Context: an optimization exercise on an open-source flow, tuned for small area, a short achievable clock period and few clock cycles per item. The choices shown serve that exercise and are no tape-out recipe.
Function was not checked in any run shown here: the RTL went through the layout flow alone.

$ cat flow/run.sh
#!/bin/bash
# synth_recipe.tcl (not shown) runs the flow's synth.tcl, then flattens the netlist and writes it again
# the make line also repeats each setting of config.mk as NAME=value (left out here)
make -C /OpenROAD-flow-scripts/flow DESIGN_CONFIG=/design/flow/config.mk WORK_HOME=/design/flow/orfs CLKGATE_MAP_FILE= SYNTH_SCRIPT=/design/flow/synth_recipe.tcl finish
$ cat flow/config.mk
export PLATFORM = sky130hd
export DESIGN_NAME = sha1_core
export DESIGN_NICKNAME = sha1_core
export VERILOG_FILES = /design/flow/design.v
export SDC_FILE = /design/flow/constraint.sdc
export NUM_CORES = 4
export LEC_CHECK = 0
export CAP_MARGIN = 20
export CORE_MARGIN = 2
export CORE_UTILIZATION = 40
export SETUP_SLACK_MARGIN = 4.4
export SLEW_MARGIN = 20
$ cat flow/constraint.sdc
create_clock -name core_clock -period 7.0 [get_ports {clk}]
set_input_delay 1.4000 -clock core_clock [delete_from_list [all_inputs] [get_ports {clk}]]
set_output_delay 1.4000 -clock core_clock [all_outputs]
set_load 0.01 [all_outputs]
$ cat flow/design.v
module sha1_core (
  input               clk,
  input               rst_n,
  input               din_vld,
  input       [31:0]  din,
  input               use_prec_cv,
  output  reg         busy,
  output  reg         dout_vld,
  output      [159:0] dout
  );
localparam  [31:0]  H0_INIT = 32'h67452301,
                    H1_INIT = 32'hefcdab89,
                    H2_INIT = 32'h98badcfe,
                    H3_INIT = 32'h10325476,
                    H4_INIT = 32'hc3d2e1f0;
localparam  [31:0]  K0 = 32'h5A827999,
                    K1 = 32'h6ED9EBA1,
                    K2 = 32'h8F1BBCDC,
                    K3 = 32'hCA62C1D6;
reg         run;
reg  [6:0]  q;
reg         hv;                    
reg         upc;                   
reg         ld2, l2h, l2i;         
reg         l1h, l1i;              
reg         fch, fpa, fmj;         
reg         k0s, k1s, k2s, k3s;    
reg         drain, dnh;            
reg  [4:0]  dni;                   
reg         unrot;                 
wire start  = din_vld & ~busy;
wire upc_in = use_prec_cv & hv;
wire [6:0] qn = start ? 7'd0 : (run ? q + 7'd1 : q);
wire       rn = start | (run & (q != 7'd85));
always @(posedge clk or negedge rst_n) begin
  if (~rst_n) begin
    run      <= 1'b0;
    q        <= 7'd0;
    hv       <= 1'b0;
    busy     <= 1'b0;
    dout_vld <= 1'b0;
    ld2      <= 1'b0;
    l2h      <= 1'b0;
    l2i      <= 1'b0;
    l1h      <= 1'b0;
    l1i      <= 1'b0;
    fch      <= 1'b0;
    fpa      <= 1'b0;
    fmj      <= 1'b0;
    k0s      <= 1'b0;
    k1s      <= 1'b0;
    k2s      <= 1'b0;
    k3s      <= 1'b0;
    drain    <= 1'b0;
    dnh      <= 1'b0;
    dni      <= 5'd0;
    unrot    <= 1'b0;
  end else begin
    run      <= rn;
    q        <= qn;
    dout_vld <= run & (q == 7'd84);
    if (start) busy <= 1'b1;
    else if (run & (q == 7'd83)) busy <= 1'b0;
    if (run & (q == 7'd80)) hv <= 1'b1;
    ld2   <= start;
    l2h   <= start & upc_in;
    l2i   <= start & ~upc_in;
    l1h   <= ld2 & upc;
    l1i   <= ld2 & ~upc;
    fch   <= rn & (qn >= 7'd1)  & (qn <= 7'd20);
    fpa   <= rn & (((qn >= 7'd21) & (qn <= 7'd40)) | ((qn >= 7'd61) & (qn <= 7'd80)));
    fmj   <= rn & (qn >= 7'd41) & (qn <= 7'd60);
    k0s   <= rn & (qn <= 7'd19);
    k1s   <= rn & (qn >= 7'd20) & (qn <= 7'd39);
    k2s   <= rn & (qn >= 7'd40) & (qn <= 7'd59);
    k3s   <= rn & (qn >= 7'd60) & (qn <= 7'd79);
    drain <= rn & (qn >= 7'd80) & (qn <= 7'd84);
    dnh   <= rn & (qn >= 7'd80) & (qn <= 7'd84) & upc;
    dni   <= {(qn == 7'd84), (qn == 7'd83), (qn == 7'd82), (qn == 7'd81), (qn == 7'd80)}
             & {5{rn & ~upc}};
    unrot <= rn & ((qn == 7'd82) | (qn == 7'd83));
  end
end
always @(posedge clk) begin
  if (start) upc <= upc_in;
end
reg  [31:0] w [0:15];
wire [31:0] wx   = w[13] ^ w[8] ^ w[2] ^ w[0];
wire [31:0] wnxt = {wx[30:0], wx[31]};
integer i;
always @(posedge clk) begin
  for (i = 0; i < 15; i = i + 1) w[i] <= w[i+1];
  w[15] <= din_vld ? din : wnxt;
end
reg  [31:0] h0, h1, h2, h3, h4;    
reg  [31:0] a, b, c, g, p;
function [31:0] rep(input s);
  rep = {32{s}};
endfunction
wire [31:0] fx  = a;
wire [31:0] fy  = {b[1:0], b[31:2]};
wire [31:0] fz  = c;
wire [31:0] yz  = fy ^ fz;
wire [31:0] fg  = (rep(fch) & fz) | (rep(fpa) & yz) | (rep(fmj) & fy & fz);
wire [31:0] fm  = rep(fpa) | (rep(fch | fmj) & yz);
wire [31:0] f   = fg ^ (fx & fm);
wire [31:0] k = (rep(k0s) & K0) | (rep(k1s) & K1) | (rep(k2s) & K2) | (rep(k3s) & K3);
wire [31:0] ivd = (rep(dni[0]) & H4_INIT) | (rep(dni[1]) & H3_INIT) | (rep(dni[2]) & H2_INIT)
                | (rep(dni[3]) & H1_INIT) | (rep(dni[4]) & H0_INIT);
wire [31:0] a_nxt = {a[26:0], a[31:27]} + g;
wire [31:0] g_nxt = p + f;
wire [31:0] px    = (rep(~ld2) & c) | (rep(l2h) & h4) | (rep(l2i) & H4_INIT);
wire [31:0] py    = (rep(~drain) & w[15]) | (rep(dnh) & h4) | ivd;
wire [31:0] p_nxt = px + py + k;
wire        lda = ld2 | l1h | l1i;
wire [31:0] rh2 = {h2[29:0], h2[31:30]};
wire [31:0] ri2 = {H2_INIT[29:0], H2_INIT[31:30]};
always @(posedge clk) begin
  a <= (rep(~lda) & a_nxt) | (rep(l2h) & h1) | (rep(l2i) & H1_INIT)
                           | (rep(l1h) & h0) | (rep(l1i) & H0_INIT);
  b <= (rep(~ld2) & a) | (rep(l2h) & rh2) | (rep(l2i) & ri2);
  c <= (rep(~ld2) & (unrot ? b : {b[1:0], b[31:2]})) | (rep(l2h) & h3) | (rep(l2i) & H3_INIT);
  g <= g_nxt;
  p <= p_nxt;
  if (drain) begin
    h0 <= p_nxt;
    h1 <= h0;
    h2 <= h1;
    h3 <= h2;
    h4 <= h3;
  end
end
assign dout = {h0, h1, h2, h3, h4};
endmodule
==> results.cfg, run 1 <==
[timing]
rsz0062_at_grt = yes
timing.hold.ws_ns = 0.315
fin_crit_sh_pct = 55.2
min_period_ns = 3.86
worst_pin_slew_ns = 0.907
max_freq_mhz = 259
final-max-slew-violation-count = 0
finalClockSkew_ns = 0.0433
setup_viol_count_final = 0
hold_violations = 0
slew_headroom_pct = 38.6
fin_tns_setup_ns = 0
fin_ws_ns = 3.14

[global_route]
grtUsageTotal_pct = 23.9
antenna_found_initial = 5
grt-ovfl-total = 0
grt_pass1_wl_um = 141000
grt_max_degree = 70
grt_pass1_vias = 22600

[critical_path]
timing.rr.start = fpa$_DFF_PN0_
start_kind = flip-flop
path_max_fanout = 5
r2r_end = g[27]$_DFF_P_
ff2ff_setup_slack_ns = 3.14
cp_data_required_time_ns = 7.56
critPathArrivalTime_ns = 4.43
critPathKind = flip-flop to flip-flop
critPathCaptureType = flip-flop
reg2reg_depth = 23

[place]
portBuffers = 197
dpl_worst_slack_ns = 2.12
dp_cells = 3692
routabilityCongestion = 0.926
hpwl_um = 60500
place_area_um2 = 33900

[synthesis]
synth_top_area_share_pct = 43.8
ys_ff_latch = 864
synth_flop_cell = dfxtp_1
ys_types = 74
synthArstFlopShare_pct = 3.59
synth_area_leaders = dfxtp_1 44%, edfxtp_1 16%, xnor2_1 5.0%
ys_seq_area_share_pct = 62.1
syn_avg_cell_area_um2 = 11.9
synthTopCellsByCount = 672 x dfxtp_1, 182 x o21ai_0, 177 x xnor2_1, 168 x nand2_1, 161 x edfxtp_1
synth_nets = 2745
yosys_warnings = 2
netlist_area_um2 = 30700
synth_area_leader_cell = dfxtp_1
synth_edf_count = 161
yosysMostFrequentCell = dfxtp_1
postSynthCellCount = 2580

[die]
core_area_um2 = 75900
start_util_pct = 40.4
rows = 101
ios = 198
die_w_um = 281
die_h_um = 281
die_area_um2 = 79000

[layout]
final_layout_size_suffix_gt1_share_pct = 32.4
syn_to_final_growth_pct = 36.5
post-route-util_pct = 55.2
final_area_um2 = 41900
nets = 3276
final_cells = 4215

[clocking]
h-tree-depth = 3
clockRootBuffer = clkbuf_16
clock_sinks = 864
clk_pin_slew_ns = 0.06
ctsHoldBuffers = 0
cts_tree = done
clockBufferDepth = 3
cts_buffers = 86
clkLatencyLatePin_ns = 0.67

[min_path]
min_to = w[5][0]$_DFF_P_
hold_start = w[6][0]$_DFF_P_
worstHoldPathType = flip-flop to flip-flop
hold_depth = 0

[routing]
vias_per_cell = 5.40
num_vias = 22800
drtIter0Drc = 2431
drtPass1Iterations = 5
routedWlPerCell_um = 23.2
drc = 0
routed_wl_um = 97700
ant_nets = 0

[run]
cap_violations = 0

[outcome]
status = finished clean
==> state kept, by name, summed over array words and instances, names as in the netlist, 5 cells and up <==
name	count
q	7
c	32
dni	5
h1	32
h0	32
b	32
w	512
p	32
a	32
h2	32
h3	32
h4	32
g	32
==> kinds of logic (layout without fill, tap and decap cells) <==
| family | count (synthesis) | in the layout | synth area share [%] |
|---|---|---|---|
| compound gates | 722 | 722 | 16.0 |
| xor+xnor | 223 | 223 | 6.36 |
| fa+ha+maj | 129 | 129 | 5.99 |
| buf+inv | 250 | 853 | 3.07 |
| flops | 864 | 864 | 62.1 |
| mux | 32 | 32 | 1.04 |
| other cells | 0 | 1 | 0 |
| simple gates | 360 | 361 | 5.40 |
==> cells in the final DEF (no fill, tap or decap), drive strengths merged, types with 24 or more instances in the layout <==
master	synthesis	layout
fa	30	30
o2bb2ai	24	24
xor2	46	46
nand2	168	168
o31ai	27	27
a21o	49	49
clkbuf	114	122
xnor2	177	177
nor2	70	71
mux2i	32	32
a21oi	147	147
a221oi	59	59
o21ai	198	198
inv	115	118
dfxtp	672	672
a221o	60	60
edfxtp	161	161
buf	20	528
o32ai	29	29
clkdlybuf4s50	0	34
ha	99	99
clkinv	1	26
dfrtp	31	31
a22oi	47	47
==> what timing repair did <==
| item | CTS | global route |
|---|---|---|
| endpoints found under the hold margin | 0 | 0 |
| gates cloned | 12 | 3 |
| resized for setup | 990 | 219 |
| setup endpoints to repair | 360 | 333 |
| setup buffers | 247 | 99 |
| pin swaps | 110 | 123 |
==> how the worst max path moves through the flow <==
stage	startpoint	end	slack, ns	depth (start not counted)
floorplan	drain$_DFF_PN0_	h0[27]$_DFFE_PP_	2.13	16
global placement	fpa$_DFF_PN0_	g[28]$_DFF_P_	2.19	18
detailed placement	fpa$_DFF_PN0_	g[28]$_DFF_P_	2.12	18
CTS	drain$_DFF_PN0_	h0[27]$_DFFE_PP_	3.10	16
global route	dni[0]$_DFF_PN0_	h0[28]$_DFFE_PP_	3.03	16
finish	fpa$_DFF_PN0_	g[27]$_DFF_P_	3.14	23
==> area by class of cell <==
type,count,area (um2)
tap,1030,1290
clock inverter,43,551
sequential,864,19100
antenna,1,2.50
timing repair buffer,574,5020
multi-input combinational,1467,13000
clock buffer,118,2440
fill,6203,34100
inverter,116,487
timing repair inverter,2,17.5
==> critical path, cell delays in order (launching register included) <==
cell	delay [ns]
dfrtp_2	0.43
buf_12	0.15
clkinv_8	0.05
nor2_4	0.02
buf_6	0.14
buf_6	0.14
buf_6	0.12
buf_6	0.11
a21oi_2	0.13
nor3b_2	0.05
a21oi_1	0.13
o21ai_1	0.08
ha_1	0.37
buf_6	0.16
and3_4	0.18
a211oi_4	0.31
o21ai_4	0.14
a21oi_2	0.16
o21bai_2	0.10
a21oi_2	0.20
o21ai_2	0.11
a41o_1	0.20
a21oi_2	0.14
xnor2_1	0.13
==> routing by layer <==
| layer | wire, um | track usage, % | up-vias |
|---|---|---|---|
| met2 | 43200 | 36.6 | 1054 |
| met1 | 41800 | 32.3 | 11200 |
| met4 | 5000 | 11.3 | 0 |
| met3 | 7710 | 4.81 | 256 |
| li1 | - | - | 10300 |
| met5 | 0 | 0 | - |
==> run 2: changes to the inputs <==
--- a/flow/config.mk
+++ b/flow/config.mk
@@ -9,4 +9,4 @@
 export CORE_MARGIN = 2
 export CORE_UTILIZATION = 40
-export SETUP_SLACK_MARGIN = 4.4
+export SETUP_SLACK_MARGIN = 3.8
 export SLEW_MARGIN = 20
==> run 2 against run 1 <==
Effect of this change: still clean; wire length shrank 3.3%; synthesized area stayed put; global-route usage shrank 0.46 points; cell count decreased by 4.0%; synthesized cell count unchanged; via count is 4.1% lower; non-clock buffer count fell by 164.
==> results.cfg, run 2 <==
[critical_path]
critPathKind = flip-flop to flip-flop
cp_data_required_time_ns = 7.38
path_max_fanout = 6
critPathCaptureType = flip-flop
critPathArrivalTime_ns = 4.19
start_kind = flip-flop

[synthesis]
ys_types = 74
yosysMostFrequentCell = dfxtp_1
synth_edf_count = 161
yosys_warnings = 2
synthArstFlopShare_pct = 3.59
synthTopCellsByCount = 672 x dfxtp_1, 182 x o21ai_0, 177 x xnor2_1, 168 x nand2_1, 161 x edfxtp_1
syn_avg_cell_area_um2 = 11.9
synth_flop_cell = dfxtp_1
synth_area_leaders = dfxtp_1 44%, edfxtp_1 16%, xnor2_1 5.0%
ys_ff_latch = 864
netlist_area_um2 = 30700
synth_nets = 2745
synth_area_leader_cell = dfxtp_1
postSynthCellCount = 2580
ys_seq_area_share_pct = 62.1
synth_top_area_share_pct = 43.8

[layout]
final_common_cell = dfxtp_1
layout_common_cells = 661 x dfxtp_1, 173 x clkdlybuf4s50_1, 161 x edfxtp_1
num-fill-cells = 6283
multi_input_area_um2 = 12700
register_area_um2 = 19100
largest-register = w
final_layout_size_suffix_gt1_share_pct = 21.8
antenna_cells = 0
syn_to_final_growth_pct = 32.7
nets = 3113
final_area_um2 = 40800
largest_register_ffs = 512

[clocking]
cts_tree = done
clkLatencyLatePin_ns = 0.66
clock_sinks = 864
clockBufferDepth = 3
clk_pin_slew_ns = 0.06
cts_buffers = 85
h-tree-depth = 3
clockRootBuffer = clkbuf_16

[timing]
max_freq_mhz = 263
min_period_ns = 3.80
rsz0062_at_grt = yes
setup_viol_count_final = 0
finalClockSkew_ns = 0.0325
worst_pin_slew_ns = 0.949
final-max-slew-violation-count = 0
fin_tns_setup_ns = 0
hold_violations = 0
fin_crit_sh_pct = 54.3
slew_headroom_pct = 36.7

[global_route]
antenna_found_initial = 2
grt_max_degree = 71
grt-ovfl-total = 0
grtUsageTotal_pct = 23.4
grt_pass1_wl_um = 138000
grt_pass1_vias = 21500

[place]
hpwl_um = 61100
place_area_um2 = 33800
routabilityCongestion = 0.886
portBuffers = 197

[routing]
routedWlPerCell_um = 23.4
vias_per_cell = 5.40
num_vias = 21800
drc = 0
routed_wl_um = 94500
drtPass1Iterations = 5
drtIter0Drc = 1713
ant_nets = 0

[die]
ios = 198
core_area_um2 = 75900
rows = 101
start_util_pct = 40.4
die_area_um2 = 79000
die_w_um = 281
die_h_um = 281

[min_path]
worstHoldPathType = flip-flop to flip-flop

[outcome]
status = finished clean

[run]
cap_violations = 0
-- run 2: area by class of cell --
type | count | share of cell area, %
Multi-Input combinational cell | 1469 | 31.2
Clock buffer | 117 | 6.11
Inverter | 116 | 1.17
Timing Repair inverter | 2 | 0.0583
Sequential cell | 864 | 46.9
Clock inverter | 39 | 1.19
Tap cell | 1030 | 3.16
Timing Repair Buffer | 410 | 10.2
-- run 2: logic make-up (layout without fill, tap and decap cells) --
logic type      Yosys count  in the layout  share of synthesized area, %
simple gates            360            363                          5.40
flops                   864            864                          62.1
fa+ha+maj               129            129                          5.99
xor+xnor                223            223                          6.36
mux                      32             32                          1.04
compound gates          722            722                          16.0
buf+inv                 250            684                          3.07
-- run 2: final timing paths --
check	start	to	slack (ns)	cells after the start
max reg2reg	drain$_DFF_PN0_	h0[31]$_DFFE_PP_	3.20	15
min	w[14][25]$_DFF_P_	w[13][25]$_DFF_P_	0.32	0
min reg2reg	w[14][25]$_DFF_P_	w[13][25]$_DFF_P_	0.32	0
max	drain$_DFF_PN0_	h0[31]$_DFFE_PP_	3.20	15
min in group asynchronous	rst_n	dout_vld$_DFF_PN0_	1.20	2
max in group asynchronous	rst_n	fmj$_DFF_PN0_	5.41	2
-- run 2: per-layer routing --
metal	GRT usage, %	wire length, um
met1	32.5	41400
met2	35.5	41600
met3	4.15	7030
met4	10.8	4530
met5	0	0
-- run 2: timing repair --
action | 4_1_cts | 5_1_grt
endpoints found under the setup margin | 126 | 99
endpoints found under the hold margin | 0 | 0
buffers inserted | 129 | 61
pin swaps | 112 | 113
hold buffers | 0 | 0
resized for setup | 287 | 176
gates cloned | 9 | 0
-- run 2: through the flow --
step	worst slack [ns]	hold WS [ns]	instances	utilization (%)
after floorplan	2.13	0.310	2580	-
after global placement	1.89	0.310	3692	44.5
after detailed placement	1.79	0.312	3692	44.5
after CTS	3.15	0.320	3986	51.9
after global routing	3.08	0.327	4047	53.7
final	3.20	0.323	4047	53.7
-- run 2: worst max-delay path, stage by stage, from the launching register on --
cell and delay [ns]:
dfrtp_4 0.47, clkinvlp_4 0.19, a221o_1 0.40, fa_1 0.45, ha_2 0.22, fa_2 0.36, a21o_1 0.17, a21oi_2 0.16
o21ai_2 0.09, a21oi_2 0.16, o21ai_2 0.10, a21oi_4 0.22, o21ai_4 0.11, a21oi_4 0.20, o21ai_2 0.09, xnor2_2 0.15
==> run 3: changes to the inputs <==
--- a/flow/design.v
+++ b/flow/design.v
@@ -25,6 +25,8 @@
 reg         l1h, l1i;              
 reg         fch, fpa, fmj;         
+reg         fchb, fpab, fmjb;      
 reg         k0s, k1s, k2s, k3s;    
 reg         drain, dnh;            
+reg         dsb, dnhb;             
 reg  [4:0]  dni;                   
 reg         unrot;                 
@@ -48,4 +50,9 @@
     fpa      <= 1'b0;
     fmj      <= 1'b0;
+    fchb     <= 1'b0;
+    fpab     <= 1'b0;
+    fmjb     <= 1'b0;
+    dsb      <= 1'b0;
+    dnhb     <= 1'b0;
     k0s      <= 1'b0;
     k1s      <= 1'b0;
@@ -71,4 +78,9 @@
     fpa   <= rn & (((qn >= 7'd21) & (qn <= 7'd40)) | ((qn >= 7'd61) & (qn <= 7'd80)));
     fmj   <= rn & (qn >= 7'd41) & (qn <= 7'd60);
+    fchb  <= rn & (qn <= 7'd20);
+    fpab  <= rn & ((qn == 7'd0) | ((qn >= 7'd21) & (qn <= 7'd40)) | ((qn >= 7'd61) & (qn <= 7'd80)));
+    fmjb  <= rn & ((qn == 7'd0) | ((qn >= 7'd41) & (qn <= 7'd60)));
+    dsb   <= rn & (qn >= 7'd80) & (qn <= 7'd85);
+    dnhb  <= rn & (qn >= 7'd80) & (qn <= 7'd85) & upc;
     k0s   <= rn & (qn <= 7'd19);
     k1s   <= rn & (qn >= 7'd20) & (qn <= 7'd39);
@@ -102,6 +114,9 @@
 wire [31:0] fz  = c;
 wire [31:0] yz  = fy ^ fz;
-wire [31:0] fg  = (rep(fch) & fz) | (rep(fpa) & yz) | (rep(fmj) & fy & fz);
-wire [31:0] fm  = rep(fpa) | (rep(fch | fmj) & yz);
+wire [31:0] sch = {{16{fchb}}, {16{fch}}};
+wire [31:0] spa = {{16{fpab}}, {16{fpa}}};
+wire [31:0] smj = {{16{fmjb}}, {16{fmj}}};
+wire [31:0] fg  = (sch & fz) | (spa & yz) | (smj & fy & fz);
+wire [31:0] fm  = spa | ((sch | smj) & yz);
 wire [31:0] f   = fg ^ (fx & fm);
 wire [31:0] k = (rep(k0s) & K0) | (rep(k1s) & K1) | (rep(k2s) & K2) | (rep(k3s) & K3);
@@ -111,6 +126,8 @@
 wire [31:0] g_nxt = p + f;
 wire [31:0] px    = (rep(~ld2) & c) | (rep(l2h) & h4) | (rep(l2i) & H4_INIT);
-wire [31:0] py    = (rep(~drain) & w[15]) | (rep(dnh) & h4) | ivd;
-wire [31:0] p_nxt = px + py + k;
+wire [31:0] sdr   = {{16{dsb}}, {16{drain}}};
+wire [31:0] sdh   = {{16{dnhb}}, {16{dnh}}};
+wire [31:0] py    = (~sdr & w[15]) | (sdh & h4);
+wire [31:0] p_nxt = px + py + (k | ivd);
 wire        lda = ld2 | l1h | l1i;
 wire [31:0] rh2 = {h2[29:0], h2[31:30]};
==> run 3 against run 2 <==
Effect of this change: register-to-register slack worse by 0.09 ns; critical path depth is 1 higher; clock skew is 0.0017 ns higher; die area is 1.8% higher; cell count is 1.5% higher; synthesized area is 1.8% higher; critical endpoint is now h0[28]$_DFFE_PP_.
==> results.cfg, run 3 <==
[synthesis]
synth_flop_cell = dfxtp_1
synthMuxAreaShare_pct = 1.02
synth_area_leader_cell = dfxtp_1
yosys.area_share.simple_pct = 6.01
ys_ff_latch = 869
synthTopCellsByCount = 672 x dfxtp_1, 186 x xnor2_1, 179 x o21ai_0, 161 x edfxtp_1
yosysMostFrequentCell = dfxtp_1
synth_fa_ha_area_share_pct = 5.98
synth_top_family_by_area = compound AO/OA/AOI/OAI gates
synth_nets = 2811
synth_compound_area_share_pct = 16.2
synth_xor_area_share_pct = 6.22
synth_top_area_share_pct = 43.0
netlist_area_um2 = 31300
synth_area_leaders = dfxtp_1 43%, edfxtp_1 15%, xnor2_1 5.2%
ys_types = 84
synthArstFlopShare_pct = 4.14
ys_seq_area_share_pct = 61.4
syn_avg_cell_area_um2 = 11.8
postSynthCellCount = 2646
synth_edf_count = 161
yosys_warnings = 2

[layout]
final_common_cell = dfxtp_1
layout_common_cells = 669 x dfxtp_1, 176 x clkdlybuf4s50_1, 170 x xnor2_1
nets = 3154
syn_to_final_growth_pct = 29.9
post-route-util_pct = 52.4
final_layout_size_suffix_gt1_share_pct = 19.6
multi_input_area_um2 = 12600
num-fill-cells = 6588
register_area_um2 = 19200
final_area_um2 = 40600
largest_register_ffs = 512
largest-register = w

[die]
ios = 198
die_w_um = 284
die_area_um2 = 80400
core_area_um2 = 77500
die_h_um = 284
rows = 102
start_util_pct = 40.4

[clocking]
clock_sinks = 869
clockBufferDepth = 3
cts_buffers = 88
clk_pin_slew_ns = 0.06
h-tree-depth = 3
clkLatencyLatePin_ns = 0.67
clockRootBuffer = clkbuf_16
cts_tree = done

[routing]
drc = 0
routedWlPerCell_um = 23.8
drtIter0Drc = 1996
ant_nets = 0
vias_per_cell = 5.47
drtPass1Iterations = 8
routed_wl_um = 97900
num_vias = 22400

[timing]
hold_violations = 0
min_period_ns = 3.90
rsz0062_at_grt = yes
setup_viol_count_final = 0
final-max-slew-violation-count = 0
fin_ws_ns = 3.10
finalClockSkew_ns = 0.0341
fin_crit_sh_pct = 55.7
fin_tns_setup_ns = 0
worst_pin_slew_ns = 0.954
max_freq_mhz = 257
slew_headroom_pct = 36.4

[global_route]
grt_pass1_wl_um = 142000
grtUsageTotal_pct = 23.3
grt_max_degree = 71
antenna_found_initial = 0
grt-ovfl-total = 0
grt_pass1_vias = 22000

[place]
dpl_worst_slack_ns = 2.52
routabilityCongestion = 0.920
place_area_um2 = 34400
portBuffers = 197
hpwl_um = 66400

[critical_path]
path_max_fanout = 3
start_kind = flip-flop
critPathArrivalTime_ns = 4.28
critPathKind = flip-flop to flip-flop
critPathCaptureType = flip-flop
cp_data_required_time_ns = 7.38

[run]
cap_violations = 0

[min_path]
worstHoldPathType = flip-flop to flip-flop

[outcome]
status = finished clean
## run 3: cell count changes after synthesis, sizes merged, moves of 10 or more
cell / delta
inv: +13
clkbuf: -13
a221o: -10
a21oi: +17
a221oi: -26
xor2: -10
nor3: +22
a22o: +11
## run 3: repair_timing
action                                  CTS  global route
buffers inserted                        100            56
hold buffers                              0             0
endpoints found under the setup margin  117            96
pin swaps                                78            79
gates cloned                              9             3
resized for setup                       222           152
endpoints found under the hold margin     0             0
## run 3: per-stage QoR
| stage | std cells | hold WS [ns] |
|---|---|---|
| floorplan | 2646 | 0.310 |
| global placement | 3771 | 0.310 |
| detailed placement | 3771 | 0.312 |
| CTS | 4044 | 0.307 |
| global route | 4103 | 0.311 |
| finish | 4106 | 0.308 |
## run 3: logic make-up after synthesis
| kind of cell | Yosys count |
|---|---|
| and+or+nand+nor | 393 |
| muxes | 32 |
| adders and majority gates | 129 |
| xor gates and xnor gates | 222 |
| DFF | 869 |
| buffers and inverters | 256 |
| AOI/OAI and AO/OA | 745 |
## run 3: routing by layer
| layer | vias to the layer above | share of wire (%) | GRT usage, % |
|---|---|---|---|
| li1 | 10100 | - | - |
| met1 | 11100 | 44 | 32.4 |
| met2 | 1014 | 44 | 35.2 |
| met3 | 203 | 7.3 | 4.21 |
| met4 | 0 | 5.1 | 11.1 |
| met5 | - | 0 | 0 |
## run 3: final timing paths
check                      cells after the start  slack [ns]        startpoint          endpoint
max                                           16        3.10  dni[2]$_DFF_PN0_  h0[28]$_DFFE_PP_
min in group asynchronous                      1        0.87             rst_n    q[6]$_DFF_PN0_
min reg2reg                                    0        0.31  w[4][15]$_DFF_P_  w[3][15]$_DFF_P_
max in group asynchronous                      1        5.48             rst_n   drain$_DFF_PN0_
max reg2reg                                   16        3.10  dni[2]$_DFF_PN0_  h0[28]$_DFFE_PP_
min                                            0        0.31  w[4][15]$_DFF_P_  w[3][15]$_DFF_P_
## run 3: cell type report
cell class	instances	share of cell area [%]
Timing Repair inverter	2	0.0493
Inverter	129	1.36
Antenna cell	3	0.0185
Multi-Input combinational cell	1521	31.1
Tap cell	1040	3.20
Timing Repair Buffer	378	9.35
Sequential cell	869	47.4
Clock inverter	42	1.23
Clock buffer	122	6.31
## run 3: critical path, cell delays in order (launching register included)
cell,delay (ns)
dfrtp_1,0.42
or3_4,0.40
or3_4,0.37
buf_12,0.15
nor2_4,0.08
fa_1,0.41
inv_2,0.09
ha_4,0.20
a21o_1,0.16
a21o_1,0.18
a21oi_4,0.17
o22ai_2,0.08
a41o_1,0.26
nor2b_4,0.15
a211o_1,0.27
a21oi_2,0.14
xnor2_1,0.08
==> run 4: changes to the inputs <==
--- a/flow/design.v
+++ b/flow/design.v
@@ -26,8 +26,7 @@
 reg         fch, fpa, fmj;         
 reg         fchb, fpab, fmjb;      
-reg         k0s, k1s, k2s, k3s;    
+reg  [31:0] kr;                    
 reg         drain, dnh;            
 reg         dsb, dnhb;             
-reg  [4:0]  dni;                   
 reg         unrot;                 
 wire start  = din_vld & ~busy;
@@ -55,11 +54,6 @@
     dsb      <= 1'b0;
     dnhb     <= 1'b0;
-    k0s      <= 1'b0;
-    k1s      <= 1'b0;
-    k2s      <= 1'b0;
-    k3s      <= 1'b0;
     drain    <= 1'b0;
     dnh      <= 1'b0;
-    dni      <= 5'd0;
     unrot    <= 1'b0;
   end else begin
@@ -83,12 +77,6 @@
     dsb   <= rn & (qn >= 7'd80) & (qn <= 7'd85);
     dnhb  <= rn & (qn >= 7'd80) & (qn <= 7'd85) & upc;
-    k0s   <= rn & (qn <= 7'd19);
-    k1s   <= rn & (qn >= 7'd20) & (qn <= 7'd39);
-    k2s   <= rn & (qn >= 7'd40) & (qn <= 7'd59);
-    k3s   <= rn & (qn >= 7'd60) & (qn <= 7'd79);
     drain <= rn & (qn >= 7'd80) & (qn <= 7'd84);
     dnh   <= rn & (qn >= 7'd80) & (qn <= 7'd84) & upc;
-    dni   <= {(qn == 7'd84), (qn == 7'd83), (qn == 7'd82), (qn == 7'd81), (qn == 7'd80)}
-             & {5{rn & ~upc}};
     unrot <= rn & ((qn == 7'd82) | (qn == 7'd83));
   end
@@ -96,4 +84,15 @@
 always @(posedge clk) begin
   if (start) upc <= upc_in;
+  kr <= ~rn          ? 32'd0 :
+         (qn <= 7'd19) ? K0 :
+         (qn <= 7'd39) ? K1 :
+         (qn <= 7'd59) ? K2 :
+         (qn <= 7'd79) ? K3 :
+         upc           ? 32'd0 :
+         (qn == 7'd80) ? H4_INIT :
+         (qn == 7'd81) ? H3_INIT :
+         (qn == 7'd82) ? H2_INIT :
+         (qn == 7'd83) ? H1_INIT :
+         (qn == 7'd84) ? H0_INIT : 32'd0;
 end
 reg  [31:0] w [0:15];
@@ -120,7 +119,4 @@
 wire [31:0] fm  = spa | ((sch | smj) & yz);
 wire [31:0] f   = fg ^ (fx & fm);
-wire [31:0] k = (rep(k0s) & K0) | (rep(k1s) & K1) | (rep(k2s) & K2) | (rep(k3s) & K3);
-wire [31:0] ivd = (rep(dni[0]) & H4_INIT) | (rep(dni[1]) & H3_INIT) | (rep(dni[2]) & H2_INIT)
-                | (rep(dni[3]) & H1_INIT) | (rep(dni[4]) & H0_INIT);
 wire [31:0] a_nxt = {a[26:0], a[31:27]} + g;
 wire [31:0] g_nxt = p + f;
@@ -129,5 +125,5 @@
 wire [31:0] sdh   = {{16{dnhb}}, {16{dnh}}};
 wire [31:0] py    = (~sdr & w[15]) | (sdh & h4);
-wire [31:0] p_nxt = px + py + (k | ivd);
+wire [31:0] p_nxt = px + py + kr;
 wire        lda = ld2 | l1h | l1i;
 wire [31:0] rh2 = {h2[29:0], h2[31:30]};
==> run 4 against run 3 <==
Effect of this change: highest routed layer is now met5; cell count increased by 1.4%; sequential cell count increased by 18; still clean on timing, DRC and antenna.
==> results.cfg, run 4 <==
[place]
hpwl_um = 61200
portBuffers = 197
routabilityCongestion = 0.910
dpl_worst_slack_ns = 2.00

[synthesis]
netlist_area_um2 = 31600
synthArstFlopShare_pct = 3.04
yosys_warnings = 2
yosysMostFrequentCell = dfxtp_1
ys_seq_area_share_pct = 61.8
ys_ff_latch = 887
synth_edf_count = 161
ys_types = 76
synth_flop_cell = dfxtp_1
synth_top_area_share_pct = 44.4
synth_nets = 2845
synth_area_leader_cell = dfxtp_1
postSynthCellCount = 2680
syn_avg_cell_area_um2 = 11.8
synth_area_leaders = dfxtp_1 44%, edfxtp_1 15%, xnor2_1 5.0%
synthTopCellsByCount = 699 x dfxtp_1, 198 x o21ai_0, 181 x xnor2_1, 178 x a21oi_1, 161 x edfxtp_1

[layout]
largest-register = w
register_area_um2 = 19500
multi_input_area_um2 = 12700
nets = 3212
final_layout_size_suffix_gt1_share_pct = 17.9
num-fill-cells = 6416
largest_register_ffs = 512
final_common_cell = dfxtp_1
layout_common_cells = 694 x dfxtp_1, 187 x clkdlybuf4s50_1, 174 x o21ai_0
antenna_cells = 0
syn_to_final_growth_pct = 29.4

[critical_path]
crit_path_end = h0[24]$_DFFE_PP_
ff2ff_setup_slack_ns = 3.12
crit_start = l2h$_DFF_PN0_
critPathArrivalTime_ns = 4.36
critPathKind = flip-flop to flip-flop
critPathCaptureType = flip-flop
cp_data_required_time_ns = 7.48
path_max_fanout = 41
start_kind = flip-flop
timing.rr.start = l2h$_DFF_PN0_
reg2reg_depth = 14
r2r_end = h0[24]$_DFFE_PP_

[timing]
hold_violations = 0
slew_headroom_pct = 30.1
setup_viol_count_final = 0
worst_pin_slew_ns = 1.05
fin_tns_setup_ns = 0
fin_crit_sh_pct = 55.4
fin_ws_ns = 3.12
final-max-slew-violation-count = 0
rsz0062_at_grt = yes
min_period_ns = 3.88
max_freq_mhz = 258
finalClockSkew_ns = 0.0214

[routing]
drtPass1Iterations = 6
vias_per_cell = 5.44
num_vias = 22700
drc = 0
drtIter0Drc = 2100
ant_nets = 0
routedWlPerCell_um = 22.6
routed_wl_um = 94100

[global_route]
met2_usage_pct = 34.3
grt-ovfl-total = 0
grt.busiest_layer = met2
grt_max_degree = 67
use_met3_pct = 3.88
grt_util_met1_pct = 31.2
grt_pass1_vias = 22400
grtUsageTotal_pct = 22.2
antenna_found_initial = 2
grt_pass1_wl_um = 138000

[die]
die_area_um2 = 81100
rows = 102
start_util_pct = 40.6
die_h_um = 285
ios = 198
die_w_um = 285
core_area_um2 = 77700

[clocking]
clock_sinks = 887
h-tree-depth = 3
clk_pin_slew_ns = 0.07
clockRootBuffer = clkbuf_16
clkLatencyLatePin_ns = 0.65
cts_buffers = 90
cts_tree = done
clockBufferDepth = 3

[outcome]
status = finished clean

[min_path]
worstHoldPathType = flip-flop to flip-flop

[run]
cap_violations = 0
## run 4: cell types whose count changed in the layout (fill, tap and decap cells not counted), moves of 17 or more
cell / before / now
dfxtp_1: 669 / 694
buf_4: 130 / 108
nor2_1: 51 / 70
nor2b_1: 18 / 37
o21ai_0: 155 / 174
inv_1: 108 / 125
## run 4: final cells by class
class,instances,share of cell area [%]
Multi-Input combinational cell,1553,31.0
Sequential cell,887,47.8
Inverter,143,1.46
Clock buffer,128,6.27
Timing Repair Buffer,372,9.36
Tap cell,1040,3.19
Clock inverter,39,0.876
## run 4: how the worst min path moves through the flow
| stage | from | slack, ns | endpoint | cells after the start |
|---|---|---|---|---|
| final | w[7][29]$_DFF_P_ | 0.32 | w[6][29]$_DFF_P_ | 0 |
| after global routing | w[9][23]$_DFF_P_ | 0.32 | w[8][23]$_DFF_P_ | 0 |
| after CTS | w[9][23]$_DFF_P_ | 0.32 | w[8][23]$_DFF_P_ | 0 |
| after detailed placement | w[11][26]$_DFF_P_ | 0.31 | w[10][26]$_DFF_P_ | 0 |
| after global placement | w[14][7]$_DFF_P_ | 0.31 | w[13][7]$_DFF_P_ | 0 |
| after floorplan | w[1][0]$_DFF_P_ | 0.31 | w[0][0]$_DFF_P_ | 0 |
## run 4: what timing repair did
item | 4_1_cts | 5_1_grt
pin swaps | 112 | 72
buffers inserted | 117 | 37
gates cloned | 5 | 2
setup endpoints to repair | 136 | 117
resized for setup | 253 | 103
hold buffers | 0 | 0
## run 4: cell families (layout without fill, tap and decap cells)
| logic type | after synthesis | count (layout) | share of synthesized area [%] |
|---|---|---|---|
| DFF | 887 | 887 | 61.8 |
| AOI/OAI and AO/OA | 762 | 762 | 16.1 |
| adders and majority gates | 129 | 129 | 5.92 |
| muxes | 35 | 35 | 1.11 |
| buffers and inverters | 240 | 682 | 2.86 |
| xor gates and xnor gates | 209 | 209 | 5.83 |
| and+or+nand+nor | 418 | 418 | 6.33 |
## run 4: through the flow
step                instance area [um2]  hold slack [ns]  util, %  cells
floorplan                         31800            0.310        -   2680
global placement                  34800            0.310     44.7   3834
detailed placement                34800            0.312     44.7   3834
CTS                               40100            0.316     51.6   4123
global route                      40800            0.318     52.5   4162
finish                            40800            0.318     52.5   4162
## run 4: routing by layer
layer / vias up / part of all wire, %
met3: 167 / 7.5
met1: 11200 / 44
met2: 978 / 45
met4: 2 / 3.3
li1: 10300 / -
met5: - / 0.014
## run 4: worst max-delay path, stage by stage (launching register included)
cell       delay [ns]
dfrtp_4          0.55
buf_4            0.18
buf_16           0.18
a22oi_2          0.23
fa_1             0.49
inv_1            0.12
ha_4             0.24
a21oi_2          0.15
nor2_2           0.06
or4_4            0.45
a211oi_4         0.34
buf_4            0.19
a211oi_4         0.06
or3_1            0.35
o2111ai_2        0.09

re-timing with driven ports:
Ports are ideal in the flow. The routed layouts listed here were re-timed in OpenROAD.
Step 1, drivers: a clkbuf_16 drives clk and a buf_2 each remaining input, both assumed.
Step 2 moves the port delays by t, midway between the first and last clock arrival at a register: inputs arrive t later, outputs are due t later. That takes back most of the time a late clock gives input paths.
Three values: ideal ports, drivers, drivers and shift; two values: the first two.
| run | t (ns) | setup WS [ns] | worst setup path at the end | worst slew at a driven data input, ns | cell pins on the clock port's net |
|---|---|---|---|---|---|
| run 1 | 0.719 | 3.137 / 3.137 / 3.137 | register to register | 0.04 | 1 |
| run 2 | 0.705 | 3.197 / 3.197 / 3.197 | register to register | 0.05 | 1 |
| run 3 | 0.714 | 3.104 / 3.104 / 3.104 | register to register | 0.06 | 1 |
| run 4 | 0.697 | 3.120 / 3.120 / 3.120 | register to register | 0.05 | 1 |
After both steps every run listed still meets setup and hold.
